This is an optimization exercise on Yosys and OpenROAD, whose aim is small area, not a production implementation.
The RTL was checked by simulation tests, not by an equivalence proof against the original design.
Power figures rest on the tool's default switching activity, not on a simulated workload.

--- design/flow/design.v ---
module fa (input a, b, c, output s, co);
  assign s = a ^ b ^ c;
  assign co = (a & b) | (a & c) | (b & c);
endmodule
module xr (input a, b, output y);
  assign y = a ^ b;
endmodule
module ha (input a, b, output s, co);
  assign s = a ^ b;
  assign co = a & b;
endmodule
module csa8 (
  input [63:0] p,
  output h
);
  wire t1, t2;
  fa ft1 (.a(p[0]), .b(p[8]), .c(p[16]), .s(t1), .co(t2));
  wire t3, t4;
  fa ft3 (.a(p[24]), .b(p[32]), .c(p[40]), .s(t3), .co(t4));
  wire t5, t6;
  fa ft5 (.a(p[48]), .b(p[56]), .c(t1), .s(t5), .co(t6));
  wire t7, t8;
  ha ht7 (.a(t3), .b(t5), .s(t7), .co(t8));
  wire t9, t10;
  fa ft9 (.a(p[1]), .b(p[9]), .c(p[17]), .s(t9), .co(t10));
  wire t11, t12;
  fa ft11 (.a(p[25]), .b(p[33]), .c(p[41]), .s(t11), .co(t12));
  wire t13, t14;
  fa ft13 (.a(p[49]), .b(p[57]), .c(t2), .s(t13), .co(t14));
  wire t15, t16;
  fa ft15 (.a(t4), .b(t9), .c(t11), .s(t15), .co(t16));
  wire t17, t18;
  fa ft17 (.a(t6), .b(t13), .c(t15), .s(t17), .co(t18));
  wire t19, t20;
  ha ht19 (.a(t8), .b(t17), .s(t19), .co(t20));
  wire t21, t22;
  fa ft21 (.a(p[2]), .b(p[10]), .c(p[18]), .s(t21), .co(t22));
  wire t23, t24;
  fa ft23 (.a(p[26]), .b(p[34]), .c(p[42]), .s(t23), .co(t24));
  wire t25, t26;
  fa ft25 (.a(p[50]), .b(p[58]), .c(t10), .s(t25), .co(t26));
  wire t27, t28;
  fa ft27 (.a(t12), .b(t21), .c(t23), .s(t27), .co(t28));
  wire t29, t30;
  fa ft29 (.a(t14), .b(t16), .c(t25), .s(t29), .co(t30));
  wire t31, t32;
  fa ft31 (.a(t27), .b(t18), .c(t29), .s(t31), .co(t32));
  wire t33, t34;
  ha ht33 (.a(t20), .b(t31), .s(t33), .co(t34));
  wire t35, t36;
  fa ft35 (.a(p[3]), .b(p[11]), .c(p[19]), .s(t35), .co(t36));
  wire t37, t38;
  fa ft37 (.a(p[27]), .b(p[35]), .c(p[43]), .s(t37), .co(t38));
  wire t39, t40;
  fa ft39 (.a(p[51]), .b(p[59]), .c(t22), .s(t39), .co(t40));
  wire t41, t42;
  fa ft41 (.a(t24), .b(t35), .c(t37), .s(t41), .co(t42));
  wire t43, t44;
  fa ft43 (.a(t26), .b(t28), .c(t39), .s(t43), .co(t44));
  wire t45, t46;
  fa ft45 (.a(t41), .b(t30), .c(t43), .s(t45), .co(t46));
  wire t47, t48;
  fa ft47 (.a(t32), .b(t45), .c(t34), .s(t47), .co(t48));
  wire t49, t50;
  fa ft49 (.a(p[4]), .b(p[12]), .c(p[20]), .s(t49), .co(t50));
  wire t51, t52;
  fa ft51 (.a(p[28]), .b(p[36]), .c(p[44]), .s(t51), .co(t52));
  wire t53, t54;
  fa ft53 (.a(p[52]), .b(p[60]), .c(t36), .s(t53), .co(t54));
  wire t55, t56;
  fa ft55 (.a(t38), .b(t49), .c(t51), .s(t55), .co(t56));
  wire t57, t58;
  fa ft57 (.a(t40), .b(t42), .c(t53), .s(t57), .co(t58));
  wire t59, t60;
  fa ft59 (.a(t55), .b(t44), .c(t57), .s(t59), .co(t60));
  wire t61, t62;
  fa ft61 (.a(t46), .b(t59), .c(t48), .s(t61), .co(t62));
  wire t63, t64;
  fa ft63 (.a(p[5]), .b(p[13]), .c(p[21]), .s(t63), .co(t64));
  wire t65, t66;
  fa ft65 (.a(p[29]), .b(p[37]), .c(p[45]), .s(t65), .co(t66));
  wire t67, t68;
  fa ft67 (.a(p[53]), .b(p[61]), .c(t50), .s(t67), .co(t68));
  wire t69, t70;
  fa ft69 (.a(t52), .b(t63), .c(t65), .s(t69), .co(t70));
  wire t71, t72;
  fa ft71 (.a(t54), .b(t56), .c(t67), .s(t71), .co(t72));
  wire t73, t74;
  fa ft73 (.a(t69), .b(t58), .c(t71), .s(t73), .co(t74));
  wire t75, t76;
  fa ft75 (.a(t60), .b(t73), .c(t62), .s(t75), .co(t76));
  wire t77, t78;
  fa ft77 (.a(p[6]), .b(p[14]), .c(p[22]), .s(t77), .co(t78));
  wire t79, t80;
  fa ft79 (.a(p[30]), .b(p[38]), .c(p[46]), .s(t79), .co(t80));
  wire t81, t82;
  fa ft81 (.a(p[54]), .b(p[62]), .c(t64), .s(t81), .co(t82));
  wire t83, t84;
  fa ft83 (.a(t66), .b(t77), .c(t79), .s(t83), .co(t84));
  wire t85, t86;
  fa ft85 (.a(t68), .b(t70), .c(t81), .s(t85), .co(t86));
  wire t87, t88;
  fa ft87 (.a(t83), .b(t72), .c(t85), .s(t87), .co(t88));
  wire t89, t90;
  fa ft89 (.a(t74), .b(t87), .c(t76), .s(t89), .co(t90));
  wire t91;
  xr xt91 (.a(p[7]), .b(p[15]), .y(t91));
  wire t92;
  xr xt92 (.a(p[23]), .b(p[31]), .y(t92));
  wire t93;
  xr xt93 (.a(p[39]), .b(p[47]), .y(t93));
  wire t94;
  xr xt94 (.a(p[55]), .b(p[63]), .y(t94));
  wire t95;
  xr xt95 (.a(t91), .b(t92), .y(t95));
  wire t96;
  xr xt96 (.a(t93), .b(t94), .y(t96));
  wire t97;
  xr xt97 (.a(t78), .b(t80), .y(t97));
  wire t98;
  xr xt98 (.a(t95), .b(t96), .y(t98));
  wire t99;
  xr xt99 (.a(t97), .b(t98), .y(t99));
  wire t100;
  xr xt100 (.a(t82), .b(t84), .y(t100));
  wire t101;
  xr xt101 (.a(t99), .b(t100), .y(t101));
  wire t102;
  xr xt102 (.a(t86), .b(t101), .y(t102));
  wire t103;
  xr xt103 (.a(t102), .b(t88), .y(t103));
  wire t104;
  xr xt104 (.a(t103), .b(t90), .y(t104));
  wire [7:0] s = {t104, t89, t75, t61, t47, t33, t19, t7};
  assign h = s[7] & (|s[6:0]);
endmodule
module csa32 (
  input [255:0] p,
  output h
);
  wire t1, t2;
  fa ft1 (.a(p[0]), .b(p[8]), .c(p[16]), .s(t1), .co(t2));
  wire t3, t4;
  fa ft3 (.a(p[24]), .b(p[32]), .c(p[40]), .s(t3), .co(t4));
  wire t5, t6;
  fa ft5 (.a(p[48]), .b(p[56]), .c(p[64]), .s(t5), .co(t6));
  wire t7, t8;
  fa ft7 (.a(p[72]), .b(p[80]), .c(p[88]), .s(t7), .co(t8));
  wire t9, t10;
  fa ft9 (.a(p[96]), .b(p[104]), .c(p[112]), .s(t9), .co(t10));
  wire t11, t12;
  fa ft11 (.a(p[120]), .b(p[128]), .c(p[136]), .s(t11), .co(t12));
  wire t13, t14;
  fa ft13 (.a(p[144]), .b(p[152]), .c(p[160]), .s(t13), .co(t14));
  wire t15, t16;
  fa ft15 (.a(p[168]), .b(p[176]), .c(p[184]), .s(t15), .co(t16));
  wire t17, t18;
  fa ft17 (.a(p[192]), .b(p[200]), .c(p[208]), .s(t17), .co(t18));
  wire t19, t20;
  fa ft19 (.a(p[216]), .b(p[224]), .c(p[232]), .s(t19), .co(t20));
  wire t21, t22;
  fa ft21 (.a(p[240]), .b(p[248]), .c(t1), .s(t21), .co(t22));
  wire t23, t24;
  fa ft23 (.a(t3), .b(t5), .c(t7), .s(t23), .co(t24));
  wire t25, t26;
  fa ft25 (.a(t9), .b(t11), .c(t13), .s(t25), .co(t26));
  wire t27, t28;
  fa ft27 (.a(t15), .b(t17), .c(t19), .s(t27), .co(t28));
  wire t29, t30;
  fa ft29 (.a(t21), .b(t23), .c(t25), .s(t29), .co(t30));
  wire t31, t32;
  ha ht31 (.a(t27), .b(t29), .s(t31), .co(t32));
  wire t33, t34;
  fa ft33 (.a(p[1]), .b(p[9]), .c(p[17]), .s(t33), .co(t34));
  wire t35, t36;
  fa ft35 (.a(p[25]), .b(p[33]), .c(p[41]), .s(t35), .co(t36));
  wire t37, t38;
  fa ft37 (.a(p[49]), .b(p[57]), .c(p[65]), .s(t37), .co(t38));
  wire t39, t40;
  fa ft39 (.a(p[73]), .b(p[81]), .c(p[89]), .s(t39), .co(t40));
  wire t41, t42;
  fa ft41 (.a(p[97]), .b(p[105]), .c(p[113]), .s(t41), .co(t42));
  wire t43, t44;
  fa ft43 (.a(p[121]), .b(p[129]), .c(p[137]), .s(t43), .co(t44));
  wire t45, t46;
  fa ft45 (.a(p[145]), .b(p[153]), .c(p[161]), .s(t45), .co(t46));
  wire t47, t48;
  fa ft47 (.a(p[169]), .b(p[177]), .c(p[185]), .s(t47), .co(t48));
  wire t49, t50;
  fa ft49 (.a(p[193]), .b(p[201]), .c(p[209]), .s(t49), .co(t50));
  wire t51, t52;
  fa ft51 (.a(p[217]), .b(p[225]), .c(p[233]), .s(t51), .co(t52));
  wire t53, t54;
  fa ft53 (.a(p[241]), .b(p[249]), .c(t2), .s(t53), .co(t54));
  wire t55, t56;
  fa ft55 (.a(t4), .b(t6), .c(t8), .s(t55), .co(t56));
  wire t57, t58;
  fa ft57 (.a(t10), .b(t12), .c(t14), .s(t57), .co(t58));
  wire t59, t60;
  fa ft59 (.a(t16), .b(t18), .c(t20), .s(t59), .co(t60));
  wire t61, t62;
  fa ft61 (.a(t33), .b(t35), .c(t37), .s(t61), .co(t62));
  wire t63, t64;
  fa ft63 (.a(t39), .b(t41), .c(t43), .s(t63), .co(t64));
  wire t65, t66;
  fa ft65 (.a(t45), .b(t47), .c(t49), .s(t65), .co(t66));
  wire t67, t68;
  fa ft67 (.a(t51), .b(t22), .c(t24), .s(t67), .co(t68));
  wire t69, t70;
  fa ft69 (.a(t26), .b(t28), .c(t53), .s(t69), .co(t70));
  wire t71, t72;
  fa ft71 (.a(t55), .b(t57), .c(t59), .s(t71), .co(t72));
  wire t73, t74;
  fa ft73 (.a(t61), .b(t63), .c(t65), .s(t73), .co(t74));
  wire t75, t76;
  fa ft75 (.a(t30), .b(t67), .c(t69), .s(t75), .co(t76));
  wire t77, t78;
  fa ft77 (.a(t71), .b(t73), .c(t32), .s(t77), .co(t78));
  wire t79, t80;
  ha ht79 (.a(t75), .b(t77), .s(t79), .co(t80));
  wire t81, t82;
  fa ft81 (.a(p[2]), .b(p[10]), .c(p[18]), .s(t81), .co(t82));
  wire t83, t84;
  fa ft83 (.a(p[26]), .b(p[34]), .c(p[42]), .s(t83), .co(t84));
  wire t85, t86;
  fa ft85 (.a(p[50]), .b(p[58]), .c(p[66]), .s(t85), .co(t86));
  wire t87, t88;
  fa ft87 (.a(p[74]), .b(p[82]), .c(p[90]), .s(t87), .co(t88));
  wire t89, t90;
  fa ft89 (.a(p[98]), .b(p[106]), .c(p[114]), .s(t89), .co(t90));
  wire t91, t92;
  fa ft91 (.a(p[122]), .b(p[130]), .c(p[138]), .s(t91), .co(t92));
  wire t93, t94;
  fa ft93 (.a(p[146]), .b(p[154]), .c(p[162]), .s(t93), .co(t94));
  wire t95, t96;
  fa ft95 (.a(p[170]), .b(p[178]), .c(p[186]), .s(t95), .co(t96));
  wire t97, t98;
  fa ft97 (.a(p[194]), .b(p[202]), .c(p[210]), .s(t97), .co(t98));
  wire t99, t100;
  fa ft99 (.a(p[218]), .b(p[226]), .c(p[234]), .s(t99), .co(t100));
  wire t101, t102;
  fa ft101 (.a(p[242]), .b(p[250]), .c(t34), .s(t101), .co(t102));
  wire t103, t104;
  fa ft103 (.a(t36), .b(t38), .c(t40), .s(t103), .co(t104));
  wire t105, t106;
  fa ft105 (.a(t42), .b(t44), .c(t46), .s(t105), .co(t106));
  wire t107, t108;
  fa ft107 (.a(t48), .b(t50), .c(t52), .s(t107), .co(t108));
  wire t109, t110;
  fa ft109 (.a(t81), .b(t83), .c(t85), .s(t109), .co(t110));
  wire t111, t112;
  fa ft111 (.a(t87), .b(t89), .c(t91), .s(t111), .co(t112));
  wire t113, t114;
  fa ft113 (.a(t93), .b(t95), .c(t97), .s(t113), .co(t114));
  wire t115, t116;
  fa ft115 (.a(t99), .b(t54), .c(t56), .s(t115), .co(t116));
  wire t117, t118;
  fa ft117 (.a(t58), .b(t60), .c(t62), .s(t117), .co(t118));
  wire t119, t120;
  fa ft119 (.a(t64), .b(t66), .c(t101), .s(t119), .co(t120));
  wire t121, t122;
  fa ft121 (.a(t103), .b(t105), .c(t107), .s(t121), .co(t122));
  wire t123, t124;
  fa ft123 (.a(t109), .b(t111), .c(t113), .s(t123), .co(t124));
  wire t125, t126;
  fa ft125 (.a(t68), .b(t70), .c(t72), .s(t125), .co(t126));
  wire t127, t128;
  fa ft127 (.a(t74), .b(t115), .c(t117), .s(t127), .co(t128));
  wire t129, t130;
  fa ft129 (.a(t119), .b(t121), .c(t123), .s(t129), .co(t130));
  wire t131, t132;
  fa ft131 (.a(t76), .b(t125), .c(t127), .s(t131), .co(t132));
  wire t133, t134;
  fa ft133 (.a(t129), .b(t78), .c(t80), .s(t133), .co(t134));
  wire t135, t136;
  ha ht135 (.a(t131), .b(t133), .s(t135), .co(t136));
  wire t137, t138;
  fa ft137 (.a(p[3]), .b(p[11]), .c(p[19]), .s(t137), .co(t138));
  wire t139, t140;
  fa ft139 (.a(p[27]), .b(p[35]), .c(p[43]), .s(t139), .co(t140));
  wire t141, t142;
  fa ft141 (.a(p[51]), .b(p[59]), .c(p[67]), .s(t141), .co(t142));
  wire t143, t144;
  fa ft143 (.a(p[75]), .b(p[83]), .c(p[91]), .s(t143), .co(t144));
  wire t145, t146;
  fa ft145 (.a(p[99]), .b(p[107]), .c(p[115]), .s(t145), .co(t146));
  wire t147, t148;
  fa ft147 (.a(p[123]), .b(p[131]), .c(p[139]), .s(t147), .co(t148));
  wire t149, t150;
  fa ft149 (.a(p[147]), .b(p[155]), .c(p[163]), .s(t149), .co(t150));
  wire t151, t152;
  fa ft151 (.a(p[171]), .b(p[179]), .c(p[187]), .s(t151), .co(t152));
  wire t153, t154;
  fa ft153 (.a(p[195]), .b(p[203]), .c(p[211]), .s(t153), .co(t154));
  wire t155, t156;
  fa ft155 (.a(p[219]), .b(p[227]), .c(p[235]), .s(t155), .co(t156));
  wire t157, t158;
  fa ft157 (.a(p[243]), .b(p[251]), .c(t82), .s(t157), .co(t158));
  wire t159, t160;
  fa ft159 (.a(t84), .b(t86), .c(t88), .s(t159), .co(t160));
  wire t161, t162;
  fa ft161 (.a(t90), .b(t92), .c(t94), .s(t161), .co(t162));
  wire t163, t164;
  fa ft163 (.a(t96), .b(t98), .c(t100), .s(t163), .co(t164));
  wire t165, t166;
  fa ft165 (.a(t137), .b(t139), .c(t141), .s(t165), .co(t166));
  wire t167, t168;
  fa ft167 (.a(t143), .b(t145), .c(t147), .s(t167), .co(t168));
  wire t169, t170;
  fa ft169 (.a(t149), .b(t151), .c(t153), .s(t169), .co(t170));
  wire t171, t172;
  fa ft171 (.a(t155), .b(t102), .c(t104), .s(t171), .co(t172));
  wire t173, t174;
  fa ft173 (.a(t106), .b(t108), .c(t110), .s(t173), .co(t174));
  wire t175, t176;
  fa ft175 (.a(t112), .b(t114), .c(t157), .s(t175), .co(t176));
  wire t177, t178;
  fa ft177 (.a(t159), .b(t161), .c(t163), .s(t177), .co(t178));
  wire t179, t180;
  fa ft179 (.a(t165), .b(t167), .c(t169), .s(t179), .co(t180));
  wire t181, t182;
  fa ft181 (.a(t116), .b(t118), .c(t120), .s(t181), .co(t182));
  wire t183, t184;
  fa ft183 (.a(t122), .b(t124), .c(t171), .s(t183), .co(t184));
  wire t185, t186;
  fa ft185 (.a(t173), .b(t175), .c(t177), .s(t185), .co(t186));
  wire t187, t188;
  fa ft187 (.a(t179), .b(t126), .c(t128), .s(t187), .co(t188));
  wire t189, t190;
  fa ft189 (.a(t130), .b(t181), .c(t183), .s(t189), .co(t190));
  wire t191, t192;
  fa ft191 (.a(t185), .b(t132), .c(t187), .s(t191), .co(t192));
  wire t193, t194;
  fa ft193 (.a(t189), .b(t134), .c(t191), .s(t193), .co(t194));
  wire t195, t196;
  ha ht195 (.a(t136), .b(t193), .s(t195), .co(t196));
  wire t197, t198;
  fa ft197 (.a(p[4]), .b(p[12]), .c(p[20]), .s(t197), .co(t198));
  wire t199, t200;
  fa ft199 (.a(p[28]), .b(p[36]), .c(p[44]), .s(t199), .co(t200));
  wire t201, t202;
  fa ft201 (.a(p[52]), .b(p[60]), .c(p[68]), .s(t201), .co(t202));
  wire t203, t204;
  fa ft203 (.a(p[76]), .b(p[84]), .c(p[92]), .s(t203), .co(t204));
  wire t205, t206;
  fa ft205 (.a(p[100]), .b(p[108]), .c(p[116]), .s(t205), .co(t206));
  wire t207, t208;
  fa ft207 (.a(p[124]), .b(p[132]), .c(p[140]), .s(t207), .co(t208));
  wire t209, t210;
  fa ft209 (.a(p[148]), .b(p[156]), .c(p[164]), .s(t209), .co(t210));
  wire t211, t212;
  fa ft211 (.a(p[172]), .b(p[180]), .c(p[188]), .s(t211), .co(t212));
  wire t213, t214;
  fa ft213 (.a(p[196]), .b(p[204]), .c(p[212]), .s(t213), .co(t214));
  wire t215, t216;
  fa ft215 (.a(p[220]), .b(p[228]), .c(p[236]), .s(t215), .co(t216));
  wire t217, t218;
  fa ft217 (.a(p[244]), .b(p[252]), .c(t138), .s(t217), .co(t218));
  wire t219, t220;
  fa ft219 (.a(t140), .b(t142), .c(t144), .s(t219), .co(t220));
  wire t221, t222;
  fa ft221 (.a(t146), .b(t148), .c(t150), .s(t221), .co(t222));
  wire t223, t224;
  fa ft223 (.a(t152), .b(t154), .c(t156), .s(t223), .co(t224));
  wire t225, t226;
  fa ft225 (.a(t197), .b(t199), .c(t201), .s(t225), .co(t226));
  wire t227, t228;
  fa ft227 (.a(t203), .b(t205), .c(t207), .s(t227), .co(t228));
  wire t229, t230;
  fa ft229 (.a(t209), .b(t211), .c(t213), .s(t229), .co(t230));
  wire t231, t232;
  fa ft231 (.a(t215), .b(t158), .c(t160), .s(t231), .co(t232));
  wire t233, t234;
  fa ft233 (.a(t162), .b(t164), .c(t166), .s(t233), .co(t234));
  wire t235, t236;
  fa ft235 (.a(t168), .b(t170), .c(t217), .s(t235), .co(t236));
  wire t237, t238;
  fa ft237 (.a(t219), .b(t221), .c(t223), .s(t237), .co(t238));
  wire t239, t240;
  fa ft239 (.a(t225), .b(t227), .c(t229), .s(t239), .co(t240));
  wire t241, t242;
  fa ft241 (.a(t172), .b(t174), .c(t176), .s(t241), .co(t242));
  wire t243, t244;
  fa ft243 (.a(t178), .b(t180), .c(t231), .s(t243), .co(t244));
  wire t245, t246;
  fa ft245 (.a(t233), .b(t235), .c(t237), .s(t245), .co(t246));
  wire t247, t248;
  fa ft247 (.a(t239), .b(t182), .c(t184), .s(t247), .co(t248));
  wire t249, t250;
  fa ft249 (.a(t186), .b(t241), .c(t243), .s(t249), .co(t250));
  wire t251, t252;
  fa ft251 (.a(t245), .b(t188), .c(t190), .s(t251), .co(t252));
  wire t253, t254;
  fa ft253 (.a(t247), .b(t249), .c(t192), .s(t253), .co(t254));
  wire t255, t256;
  fa ft255 (.a(t251), .b(t194), .c(t253), .s(t255), .co(t256));
  wire t257, t258;
  ha ht257 (.a(t196), .b(t255), .s(t257), .co(t258));
  wire t259, t260;
  fa ft259 (.a(p[5]), .b(p[13]), .c(p[21]), .s(t259), .co(t260));
  wire t261, t262;
  fa ft261 (.a(p[29]), .b(p[37]), .c(p[45]), .s(t261), .co(t262));
  wire t263, t264;
  fa ft263 (.a(p[53]), .b(p[61]), .c(p[69]), .s(t263), .co(t264));
  wire t265, t266;
  fa ft265 (.a(p[77]), .b(p[85]), .c(p[93]), .s(t265), .co(t266));
  wire t267, t268;
  fa ft267 (.a(p[101]), .b(p[109]), .c(p[117]), .s(t267), .co(t268));
  wire t269, t270;
  fa ft269 (.a(p[125]), .b(p[133]), .c(p[141]), .s(t269), .co(t270));
  wire t271, t272;
  fa ft271 (.a(p[149]), .b(p[157]), .c(p[165]), .s(t271), .co(t272));
  wire t273, t274;
  fa ft273 (.a(p[173]), .b(p[181]), .c(p[189]), .s(t273), .co(t274));
  wire t275, t276;
  fa ft275 (.a(p[197]), .b(p[205]), .c(p[213]), .s(t275), .co(t276));
  wire t277, t278;
  fa ft277 (.a(p[221]), .b(p[229]), .c(p[237]), .s(t277), .co(t278));
  wire t279, t280;
  fa ft279 (.a(p[245]), .b(p[253]), .c(t198), .s(t279), .co(t280));
  wire t281, t282;
  fa ft281 (.a(t200), .b(t202), .c(t204), .s(t281), .co(t282));
  wire t283, t284;
  fa ft283 (.a(t206), .b(t208), .c(t210), .s(t283), .co(t284));
  wire t285, t286;
  fa ft285 (.a(t212), .b(t214), .c(t216), .s(t285), .co(t286));
  wire t287, t288;
  fa ft287 (.a(t259), .b(t261), .c(t263), .s(t287), .co(t288));
  wire t289, t290;
  fa ft289 (.a(t265), .b(t267), .c(t269), .s(t289), .co(t290));
  wire t291, t292;
  fa ft291 (.a(t271), .b(t273), .c(t275), .s(t291), .co(t292));
  wire t293, t294;
  fa ft293 (.a(t277), .b(t218), .c(t220), .s(t293), .co(t294));
  wire t295, t296;
  fa ft295 (.a(t222), .b(t224), .c(t226), .s(t295), .co(t296));
  wire t297, t298;
  fa ft297 (.a(t228), .b(t230), .c(t279), .s(t297), .co(t298));
  wire t299, t300;
  fa ft299 (.a(t281), .b(t283), .c(t285), .s(t299), .co(t300));
  wire t301, t302;
  fa ft301 (.a(t287), .b(t289), .c(t291), .s(t301), .co(t302));
  wire t303, t304;
  fa ft303 (.a(t232), .b(t234), .c(t236), .s(t303), .co(t304));
  wire t305, t306;
  fa ft305 (.a(t238), .b(t240), .c(t293), .s(t305), .co(t306));
  wire t307, t308;
  fa ft307 (.a(t295), .b(t297), .c(t299), .s(t307), .co(t308));
  wire t309, t310;
  fa ft309 (.a(t301), .b(t242), .c(t244), .s(t309), .co(t310));
  wire t311, t312;
  fa ft311 (.a(t246), .b(t303), .c(t305), .s(t311), .co(t312));
  wire t313, t314;
  fa ft313 (.a(t307), .b(t248), .c(t250), .s(t313), .co(t314));
  wire t315, t316;
  fa ft315 (.a(t309), .b(t311), .c(t252), .s(t315), .co(t316));
  wire t317, t318;
  fa ft317 (.a(t313), .b(t254), .c(t315), .s(t317), .co(t318));
  wire t319, t320;
  fa ft319 (.a(t256), .b(t317), .c(t258), .s(t319), .co(t320));
  wire t321, t322;
  fa ft321 (.a(p[6]), .b(p[14]), .c(p[22]), .s(t321), .co(t322));
  wire t323, t324;
  fa ft323 (.a(p[30]), .b(p[38]), .c(p[46]), .s(t323), .co(t324));
  wire t325, t326;
  fa ft325 (.a(p[54]), .b(p[62]), .c(p[70]), .s(t325), .co(t326));
  wire t327, t328;
  fa ft327 (.a(p[78]), .b(p[86]), .c(p[94]), .s(t327), .co(t328));
  wire t329, t330;
  fa ft329 (.a(p[102]), .b(p[110]), .c(p[118]), .s(t329), .co(t330));
  wire t331, t332;
  fa ft331 (.a(p[126]), .b(p[134]), .c(p[142]), .s(t331), .co(t332));
  wire t333, t334;
  fa ft333 (.a(p[150]), .b(p[158]), .c(p[166]), .s(t333), .co(t334));
  wire t335, t336;
  fa ft335 (.a(p[174]), .b(p[182]), .c(p[190]), .s(t335), .co(t336));
  wire t337, t338;
  fa ft337 (.a(p[198]), .b(p[206]), .c(p[214]), .s(t337), .co(t338));
  wire t339, t340;
  fa ft339 (.a(p[222]), .b(p[230]), .c(p[238]), .s(t339), .co(t340));
  wire t341, t342;
  fa ft341 (.a(p[246]), .b(p[254]), .c(t260), .s(t341), .co(t342));
  wire t343, t344;
  fa ft343 (.a(t262), .b(t264), .c(t266), .s(t343), .co(t344));
  wire t345, t346;
  fa ft345 (.a(t268), .b(t270), .c(t272), .s(t345), .co(t346));
  wire t347, t348;
  fa ft347 (.a(t274), .b(t276), .c(t278), .s(t347), .co(t348));
  wire t349, t350;
  fa ft349 (.a(t321), .b(t323), .c(t325), .s(t349), .co(t350));
  wire t351, t352;
  fa ft351 (.a(t327), .b(t329), .c(t331), .s(t351), .co(t352));
  wire t353, t354;
  fa ft353 (.a(t333), .b(t335), .c(t337), .s(t353), .co(t354));
  wire t355, t356;
  fa ft355 (.a(t339), .b(t280), .c(t282), .s(t355), .co(t356));
  wire t357, t358;
  fa ft357 (.a(t284), .b(t286), .c(t288), .s(t357), .co(t358));
  wire t359, t360;
  fa ft359 (.a(t290), .b(t292), .c(t341), .s(t359), .co(t360));
  wire t361, t362;
  fa ft361 (.a(t343), .b(t345), .c(t347), .s(t361), .co(t362));
  wire t363, t364;
  fa ft363 (.a(t349), .b(t351), .c(t353), .s(t363), .co(t364));
  wire t365, t366;
  fa ft365 (.a(t294), .b(t296), .c(t298), .s(t365), .co(t366));
  wire t367, t368;
  fa ft367 (.a(t300), .b(t302), .c(t355), .s(t367), .co(t368));
  wire t369, t370;
  fa ft369 (.a(t357), .b(t359), .c(t361), .s(t369), .co(t370));
  wire t371, t372;
  fa ft371 (.a(t363), .b(t304), .c(t306), .s(t371), .co(t372));
  wire t373, t374;
  fa ft373 (.a(t308), .b(t365), .c(t367), .s(t373), .co(t374));
  wire t375, t376;
  fa ft375 (.a(t369), .b(t310), .c(t312), .s(t375), .co(t376));
  wire t377, t378;
  fa ft377 (.a(t371), .b(t373), .c(t314), .s(t377), .co(t378));
  wire t379, t380;
  fa ft379 (.a(t375), .b(t316), .c(t377), .s(t379), .co(t380));
  wire t381, t382;
  fa ft381 (.a(t318), .b(t379), .c(t320), .s(t381), .co(t382));
  wire t383;
  xr xt383 (.a(p[7]), .b(p[15]), .y(t383));
  wire t384;
  xr xt384 (.a(p[23]), .b(p[31]), .y(t384));
  wire t385;
  xr xt385 (.a(p[39]), .b(p[47]), .y(t385));
  wire t386;
  xr xt386 (.a(p[55]), .b(p[63]), .y(t386));
  wire t387;
  xr xt387 (.a(p[71]), .b(p[79]), .y(t387));
  wire t388;
  xr xt388 (.a(p[87]), .b(p[95]), .y(t388));
  wire t389;
  xr xt389 (.a(p[103]), .b(p[111]), .y(t389));
  wire t390;
  xr xt390 (.a(p[119]), .b(p[127]), .y(t390));
  wire t391;
  xr xt391 (.a(p[135]), .b(p[143]), .y(t391));
  wire t392;
  xr xt392 (.a(p[151]), .b(p[159]), .y(t392));
  wire t393;
  xr xt393 (.a(p[167]), .b(p[175]), .y(t393));
  wire t394;
  xr xt394 (.a(p[183]), .b(p[191]), .y(t394));
  wire t395;
  xr xt395 (.a(p[199]), .b(p[207]), .y(t395));
  wire t396;
  xr xt396 (.a(p[215]), .b(p[223]), .y(t396));
  wire t397;
  xr xt397 (.a(p[231]), .b(p[239]), .y(t397));
  wire t398;
  xr xt398 (.a(p[247]), .b(p[255]), .y(t398));
  wire t399;
  xr xt399 (.a(t383), .b(t384), .y(t399));
  wire t400;
  xr xt400 (.a(t385), .b(t386), .y(t400));
  wire t401;
  xr xt401 (.a(t387), .b(t388), .y(t401));
  wire t402;
  xr xt402 (.a(t389), .b(t390), .y(t402));
  wire t403;
  xr xt403 (.a(t391), .b(t392), .y(t403));
  wire t404;
  xr xt404 (.a(t393), .b(t394), .y(t404));
  wire t405;
  xr xt405 (.a(t395), .b(t396), .y(t405));
  wire t406;
  xr xt406 (.a(t397), .b(t398), .y(t406));
  wire t407;
  xr xt407 (.a(t322), .b(t324), .y(t407));
  wire t408;
  xr xt408 (.a(t326), .b(t328), .y(t408));
  wire t409;
  xr xt409 (.a(t330), .b(t332), .y(t409));
  wire t410;
  xr xt410 (.a(t334), .b(t336), .y(t410));
  wire t411;
  xr xt411 (.a(t338), .b(t340), .y(t411));
  wire t412;
  xr xt412 (.a(t399), .b(t400), .y(t412));
  wire t413;
  xr xt413 (.a(t401), .b(t402), .y(t413));
  wire t414;
  xr xt414 (.a(t403), .b(t404), .y(t414));
  wire t415;
  xr xt415 (.a(t405), .b(t406), .y(t415));
  wire t416;
  xr xt416 (.a(t407), .b(t408), .y(t416));
  wire t417;
  xr xt417 (.a(t409), .b(t410), .y(t417));
  wire t418;
  xr xt418 (.a(t411), .b(t412), .y(t418));
  wire t419;
  xr xt419 (.a(t413), .b(t414), .y(t419));
  wire t420;
  xr xt420 (.a(t415), .b(t342), .y(t420));
  wire t421;
  xr xt421 (.a(t344), .b(t346), .y(t421));
  wire t422;
  xr xt422 (.a(t348), .b(t350), .y(t422));
  wire t423;
  xr xt423 (.a(t352), .b(t354), .y(t423));
  wire t424;
  xr xt424 (.a(t416), .b(t417), .y(t424));
  wire t425;
  xr xt425 (.a(t418), .b(t419), .y(t425));
  wire t426;
  xr xt426 (.a(t420), .b(t421), .y(t426));
  wire t427;
  xr xt427 (.a(t422), .b(t423), .y(t427));
  wire t428;
  xr xt428 (.a(t424), .b(t425), .y(t428));
  wire t429;
  xr xt429 (.a(t356), .b(t358), .y(t429));
  wire t430;
  xr xt430 (.a(t360), .b(t362), .y(t430));
  wire t431;
  xr xt431 (.a(t364), .b(t426), .y(t431));
  wire t432;
  xr xt432 (.a(t427), .b(t428), .y(t432));
  wire t433;
  xr xt433 (.a(t429), .b(t430), .y(t433));
  wire t434;
  xr xt434 (.a(t431), .b(t432), .y(t434));
  wire t435;
  xr xt435 (.a(t366), .b(t368), .y(t435));
  wire t436;
  xr xt436 (.a(t370), .b(t433), .y(t436));
  wire t437;
  xr xt437 (.a(t434), .b(t435), .y(t437));
  wire t438;
  xr xt438 (.a(t436), .b(t372), .y(t438));
  wire t439;
  xr xt439 (.a(t374), .b(t437), .y(t439));
  wire t440;
  xr xt440 (.a(t438), .b(t439), .y(t440));
  wire t441;
  xr xt441 (.a(t376), .b(t440), .y(t441));
  wire t442;
  xr xt442 (.a(t441), .b(t378), .y(t442));
  wire t443;
  xr xt443 (.a(t442), .b(t380), .y(t443));
  wire t444;
  xr xt444 (.a(t443), .b(t382), .y(t444));
  wire [7:0] s = {t444, t381, t319, t257, t195, t135, t79, t31};
  assign h = s[7] & (|s[6:0]);
endmodule
module neuron_layer
#(
	parameter SIZE = 32
)
(
	input [SIZE-1:0] in,
	input [7:0] set_weight,
	input [4:0] set_addr,
	input [5:0] set_unit,
	input swr, clk,
	output out
);
	reg [1:0] ph;
	always @ (posedge clk) ph <= ph + 2'd1;
	reg [7:0] in_d1, in_d2, in_n;
	always @ (posedge clk) begin
		in_d1 <= in[7:0];
		in_d2 <= in_d1;
		in_n <= ~in_d2;
	end
	reg [3:1] q_v;
	reg [8:0] q_k [1:3];
	reg [7:0] q_x [1:3];
	wire [3:0] v;
	wire [8:0] k [0:3];
	wire [31:0] x;                  
	assign v[0] = swr;
	assign k[0] = set_unit[5] ? {4'b1000, set_addr} : {1'b0, set_unit[4:0], set_addr[2:0]};
	assign x[7:0] = ~set_weight;
	genvar g, a, d, j;
	generate
		for (d = 1; d < 4; d = d + 1) begin : stage
			assign v[d] = q_v[d];
			assign k[d] = q_k[d];
			assign x[8*d +: 8] = q_x[d];
		end
	endgenerate
	always @ (posedge clk) begin
		q_v <= v[2:0];
		q_k[1] <= k[0]; q_k[2] <= q_k[1]; q_k[3] <= q_k[2];
		q_x[1] <= x[7:0]; q_x[2] <= q_x[1]; q_x[3] <= q_x[2];
	end
	wire [3:0] land;
	generate
		for (d = 0; d < 4; d = d + 1) begin : landing
			wire [3:0] newer;
			for (j = 0; j < 4; j = j + 1) begin : cmp
				if (j < d)
					assign newer[j] = v[j] & (k[j] == k[d]);
				else
					assign newer[j] = 1'b0;
			end
			wire [1:0] pos = k[d][8] ? k[d][1:0] : k[d][4:3];
			assign land[d] = v[d] & (pos == ~ph) & ~|newer;
		end
	endgenerate
	wire [7:0] hg [0:3];            
	wire [7:0] ha [0:3];            
	wire [31:0] os;                 
	generate
		for (d = 0; d < 4; d = d + 1) begin : dec
			for (j = 0; j < 8; j = j + 1) begin : l
				assign hg[d][j] = land[d] & ~k[d][8] & (k[d][7:5] == j);
				assign ha[d][j] = (k[d][2:0] == j);
				assign os[4*j + d] = land[d] & k[d][8] & (k[d][4:2] == j);
			end
		end
	endgenerate
	wire [31:0] h;
	generate
		for (g = 0; g < 8; g = g + 1) begin : layer_generation
			wire [31:0] hs;         
			for (a = 0; a < 8; a = a + 1) begin : w
				for (d = 0; d < 4; d = d + 1) begin : s
					assign hs[4*a + d] = hg[d][g] & ha[d][a];
				end
			end
			hgroup group_inst (
				.clk (clk),
				.in_n (in_n),
				.x (x),
				.sel (hs),
				.h (h[4*g +: 4])
			);
		end
	endgenerate
	reg [31:0] h_n;                 
	always @ (posedge clk) h_n <= ~h;
	wire o;
	r_neuron r_neuron_inst (
		.clk (clk),
		.in_n (h_n),
		.x (x),
		.sel (os),
		.h (o)
	);
	reg o_r, out_r;
	always @ (posedge clk) begin
		o_r <= o;
		out_r <= o_r;
	end
	assign out = out_r;
endmodule
module rbit (
	input s0, x0, s1, x1, s2, x2, s3, x3, hold, y,
	output d
);
	assign d = ~(~((s0 & x0) | (s1 & x1)) & ~((s2 & x2) | (s3 & x3) | (hold & y)));
endmodule
module rbyte (
	input [3:0] sel,                
	input [31:0] x,
	input [7:0] y,                  
	output [7:0] d
);
	wire hold = ~|sel;
	genvar b;
	generate
		for (b = 0; b < 8; b = b + 1) begin : bits
			rbit rb (
				.s0 (sel[0]), .x0 (x[b]),
				.s1 (sel[1]), .x1 (x[8 + b]),
				.s2 (sel[2]), .x2 (x[16 + b]),
				.s3 (sel[3]), .x3 (x[24 + b]),
				.hold (hold), .y (y[b]),
				.d (d[b])
			);
		end
	endgenerate
endmodule
module neuron (
	input [63:0] w_n,
	input [7:0] in_n,
	output h
);
	wire [63:0] p;
	genvar i;
	generate
		for (i = 0; i < 8; i = i + 1) begin : prod
			assign p[8*i +: 8] = ~(w_n[8*i +: 8] | {8{in_n[i]}});
		end
	endgenerate
	csa8 sum (.p (p), .h (h));
endmodule
module hgroup (
	input clk,
	input [7:0] in_n,
	input [31:0] x,
	input [31:0] sel,               
	output [3:0] h
);
	reg [63:0] w0_n, w1_n, w2_n, w3_n;
	wire [63:0] nw;
	genvar a;
	generate
		for (a = 0; a < 8; a = a + 1) begin : wr
			rbyte rb (.sel (sel[4*a +: 4]), .x (x), .y (w3_n[8*a +: 8]), .d (nw[8*a +: 8]));
		end
	endgenerate
	always @ (posedge clk) begin
		w0_n <= nw;
		w1_n <= w0_n;
		w2_n <= w1_n;
		w3_n <= w2_n;
	end
	neuron n0 (.w_n (w0_n), .in_n (in_n), .h (h[0]));
	neuron n1 (.w_n (w1_n), .in_n (in_n), .h (h[1]));
	neuron n2 (.w_n (w2_n), .in_n (in_n), .h (h[2]));
	neuron n3 (.w_n (w3_n), .in_n (in_n), .h (h[3]));
endmodule
module r_neuron (
	input clk,
	input [31:0] in_n,              
	input [31:0] x,
	input [31:0] sel,               
	output h
);
	reg [255:0] w_n;                
	wire [255:0] p;
	genvar g, q;
	generate
		for (g = 0; g < 8; g = g + 1) begin : ring
			wire [7:0] nw;
			rbyte rb (.sel (sel[4*g +: 4]), .x (x), .y (w_n[8*(4*g+3) +: 8]), .d (nw));
			always @ (posedge clk) begin
				w_n[8*(4*g) +: 8] <= nw;
				w_n[8*(4*g+1) +: 8] <= w_n[8*(4*g) +: 8];
				w_n[8*(4*g+2) +: 8] <= w_n[8*(4*g+1) +: 8];
				w_n[8*(4*g+3) +: 8] <= w_n[8*(4*g+2) +: 8];
			end
			for (q = 0; q < 4; q = q + 1) begin : prod
				assign p[8*(4*g+q) +: 8] = ~(w_n[8*(4*g+q) +: 8] | {8{in_n[4*g + ((q + 3) % 4)]}});
			end
		end
	endgenerate
	csa32 sum (.p (p), .h (h));
endmodule
--- design/flow/run.sh ---
#!/bin/bash
# synth_recipe.tcl (not shown) runs the flow's synth.tcl, then flattens the netlist and writes it again
# the make line also repeats each setting of config.mk as NAME=value (left out here)
make -C /OpenROAD-flow-scripts/flow DESIGN_CONFIG=/design/flow/config.mk WORK_HOME=/design/flow/orfs CLKGATE_MAP_FILE= SYNTH_SCRIPT=/design/flow/synth_recipe.tcl finish
--- design/flow/config.mk ---
export PLATFORM = sky130hd
export DESIGN_NAME = neuron_layer
export DESIGN_NICKNAME = neuron_layer
export VERILOG_FILES = /design/flow/design.v
export SDC_FILE = /design/flow/constraint.sdc
export NUM_CORES = 4
export LEC_CHECK = 0
export CAP_MARGIN = 20
export CORE_MARGIN = 2
export CORE_UTILIZATION = 65
export CTS_BUF_LIST = sky130_fd_sc_hd__clkbuf_8
export CTS_CLUSTER_DIAMETER = 60
export CTS_CLUSTER_SIZE = 16
export PLACE_DENSITY = 0.75
export SLEW_MARGIN = 20
export SYNTH_HIERARCHICAL = 1
--- design/flow/constraint.sdc ---
create_clock -name core_clock -period 7.0 [get_ports {clk}]
set_input_delay 1.4000 -clock core_clock [delete_from_list [all_inputs] [get_ports {clk}]]
set_output_delay 1.4000 -clock core_clock [all_outputs]
set_load 0.01 [all_outputs]
==> results.toml <==
[status]
status = "timing/DRC/antenna clean"

[place]
io_buffers = 29
dp_hpwl_um = 276000
gp_congestion = 1.03

[cts]
clock_latency_ns = 1.05
cts_buffer_depth = 3
cts_setup_buffers = 0
holdBufCountCts = 0
clk_pin_slew_worst_paths_ns = 0.10
cts-htree-levels = 4
cts_buffers = 190
cts_resized = 0
cts_root_buf = "clkbuf_8"
cts_sinks = 2418
cts_tree = "built"

[yosys]
ys.flop_type = "dfxtp_1"
synth_top_area_share_pct = 42.2
ys_ff_latch = 2418
synth.distinct_cells = 46
synth_area_um2 = 115000
synth.most_common_cell = "dfxtp_1"
synth.area.top_cells = "dfxtp_1 42%, fa_1 27%, nor2_1 7.8%"
synth_area_leader_cell = "dfxtp_1"
synth_edf_count = 0
syn_nets = 11426
synth-async-reset-ratio_pct = 0
yosys-top-cells-count = "2418 x dfxtp_1, 2379 x nor2_1, 1530 x fa_1"
yosysWarnings = 11
avgSynthCellArea_um2 = 11.8
seq_area_frac_synth_pct = 42.2
synth_cells = 9742

[final_layout]
drive_gt1_share_pct = 9.56
nets = 11666
area_delta_synth_final_pct = 6.60

[sta]
tns_ns = 0
skew_ns = 0.0596
fmax_mhz = 162
grt_setup_unrepaired = "false"
fin_crit_sh_pct = 88.0
maxSlewViolCount = 0
slew_headroom_pct = 12.8
hold_viol_final = 0
setup-violations-final = 0
tightestPinTransition_ns = 1.31
holdWs_ns = 0.305
min_period_ns = 6.16

[floorplan]
initial_core_util_pct = 65.2
num_rows = 154
die_area_um2 = 180000
die_x_um = 424
ioPinCount = 54
dieHeight_um = 424
core_area_um2 = 176000

[power]
comb_power_share_pct = 62.7
powerDensity_nw_per_um2 = 507
clkPwrFrac_pct = 12.5
worst_ir_drop_vdd_v = 0.00361
netSwitchingFraction_pct = 44.5
leakage_nw = 48.7
p_sw_w = 0.0275
p_int_w = 0.0344
p_seq_share_pct = 24.8

[routing]
m1WireLength_um = 135000
top_layer = "met5"
drt_iter0_drc = 17411
firstDrtPassIters = 17
wirelength_um = 395000
dr_total_vias = 84854
wire_per_inst_um = 31.8
wl_met2_um = 165000
post_drt_via_cell_ratio = 6.83
drtAntennaViolNets = 0
drc = 0
routed-wl-met3_um = 63000

[min_path]
worstHoldPathType = "flip-flop to flip-flop"

[critical_path]
timing.critical_path.fanout_max = 23
startpoint_type = "flip-flop"
cp-end-kind = "flip-flop"
path_cells = "nor2_1 > fa_1 > fa_1 > fa_1 > fa_1 > ha_1 > fa_1 > fa_1 > fa_1 > fa_1 > xor2_1 > a21boi_1 > inv_1"
critPathMaxStageDelay_ns = 0.82
crit_type = "flip-flop to flip-flop"
slowest_stage = "a21boi_1"
critPathArrivalTime_ns = 6.96
cp_common_cell = "fa_1"
cp.required_ns = 7.80

[flow_run]
max_cap_violations = 0

[global_route]
first_global_vias = 87398
antenna_found_initial = 17
grt_max_degree = 86
gr-total-overflow = 0
grt_use_total_pct = 44.0
grt_pass1_wl_um = 572000
## path summary, 6_finish.rpt
| path | startpoint | endpoint | slack [ns] | depth (start not counted) |
|---|---|---|---|---|
| max reg2reg | in_n[2]$_DFF_P_ | h_n[18]$_DFF_P_ | 0.84 | 13 |
| min reg2reg | in_d1[2]$_DFF_P_ | in_d2[2]$_DFF_P_ | 0.30 | 0 |
| min | in_d1[2]$_DFF_P_ | in_d2[2]$_DFF_P_ | 0.30 | 0 |
| max | in_n[2]$_DFF_P_ | h_n[18]$_DFF_P_ | 0.84 | 13 |
## sequential cells by signal, summed over array words and instances (netlist names), 8 cells and up
name	flops
h_n	32
q_k	27
layer_generation.group_inst.w3_n	512
in_d2	8
in_n	8
layer_generation.group_inst.w1_n	512
layer_generation.group_inst.w0_n	512
q_x	24
in_d1	8
layer_generation.group_inst.w2_n	512
r_neuron_inst.w_n	256
## power groups by stage
stage / logic, W / registers (W) / clock network (W)
final: 0.0388 / 0.0154 / 0.00772
after detailed placement: 0.0386 / 0.0156 / 0
after CTS: 0.0387 / 0.0153 / 0.00771
after global placement: 0.0377 / 0.0156 / 0
after global routing: 0.0418 / 0.0154 / 0.00823
after floorplan: 0.0288 / 0.0153 / 0
## routing by layer
metal,vias up,global-route usage (%)
li1,33921,-
met1,41563,55.7
met2,7373,62.8
met3,1985,17.4
met4,12,28.1
met5,-,0.242
## placed cells by master, fill, tap and decap left out, types with 4 or more instances in the layout
cell	instances
nor2b_1	5
diode_2	14
a21boi_1	33
nor2_1	2376
a22oi_1	576
nand3b_1	14
buf_4	379
bufinv_16	5
nor4b_4	7
inv_6	15
clkbuf_8	202
nor4_4	19
fa_1	1530
mux2i_1	10
inv_1	72
nor3b_1	7
nand4_1	13
clkinvlp_4	12
dfxtp_4	32
or3b_2	4
nor3_1	111
xnor2_1	21
dfxtp_1	2385
clkdlybuf4s50_1	29
nor3_2	7
clkinv_2	16
xor2_1	543
ha_1	101
nand2_1	626
nor4b_2	28
and3b_1	4
nor4_1	24
buf_12	18
nand3_1	17
or3_1	8
nor4_2	183
clkinv_4	12
a222oi_1	577
## critical path: cells and delay by family, from the launching register on
family / cells / cell delay [ns]
adder cells (fa/ha/maj): 9 / 3.70
AO/OA/AOI/OAI: 1 / 0.82
flip-flops: 1 / 0.60
buffers and inverters: 1 / 0.39
XOR/XNOR: 1 / 0.24
AND/OR/NAND/NOR: 1 / 0.14
## final cells by class
class	instances	area, µm²
Antenna cell	14	35.0
Tap cell	2340	2930
Clock buffer	201	2770
Sequential cell	2418	48500
Fill cell	12877	53600
Inverter	62	244
Clock inverter	78	688
Timing Repair Buffer	431	3570
Multi-Input combinational cell	6879	63400
## stage by stage
stage	setup WS (ns)	cell area (µm²)	cells	util, %	power (W)
6_report	0.843	122000	12423	69.5	0.0619
5_1_grt	0.708	122000	12418	69.5	0.0655
4_1_cts	0.930	122000	12405	69.4	0.0617
3_5_place_dp	0.911	119000	12126	67.4	0.0543
3_3_place_gp	0.971	118000	12125	67.4	0.0533
2_1_floorplan	1.38	115000	9742	-	0.0440
## per-module statistics from Yosys (local to each module, per instance), excerpt
module	area, µm²	cells inside	flip-flops and latches	copies in the design
csa32	25.0	3	0	1
fa	20.0	1	0	1530
hgroup	5120	256	256	8
neuron	330	72	0	32
neuron_layer	6220	806	114	1
rbyte	12.5	1	0	72
xr	8.76	1	0	510
## cell families (layout without fill, tap and decap cells)
logic type	count (synthesis)	after routing	share of synthesized area [%]
fa+ha+maj	1631	1631	27.8
xor+xnor	564	564	4.31
flops	2418	2418	42.2
other cells	0	14	0
simple gates	3474	3474	13.0
buf+inv	445	772	3.41
mux	10	10	0.0874
compound gates	1200	1200	9.12

[what the ideal ports hide]
The results above use ideal ports. As a check the final layout listed here was re-extracted and re-timed, cells and wires unchanged.
Step 1: set_driving_cell puts a clkbuf_16 on clk and a buf_2 on each other input, an assumption about the parent block.
Step 2 moves the port delays by t, midway between the first and last clock arrival at a register: inputs arrive t later, outputs are due t later. That takes back most of the time a late clock gives input paths.
a / b / c = no drivers / after step 1 / after step 2; a / b = the first two.
shift t [ns]: 1.113
slack for setup (ns): 0.843 / 0.843 / 0.835
worst register clock-pin slew, ns: 0.11 / 0.11
After both steps setup and hold are still met in this run. For this run, drivers alone change the setup slack by 0.000 ns; drivers and shift together by -0.008 ns.
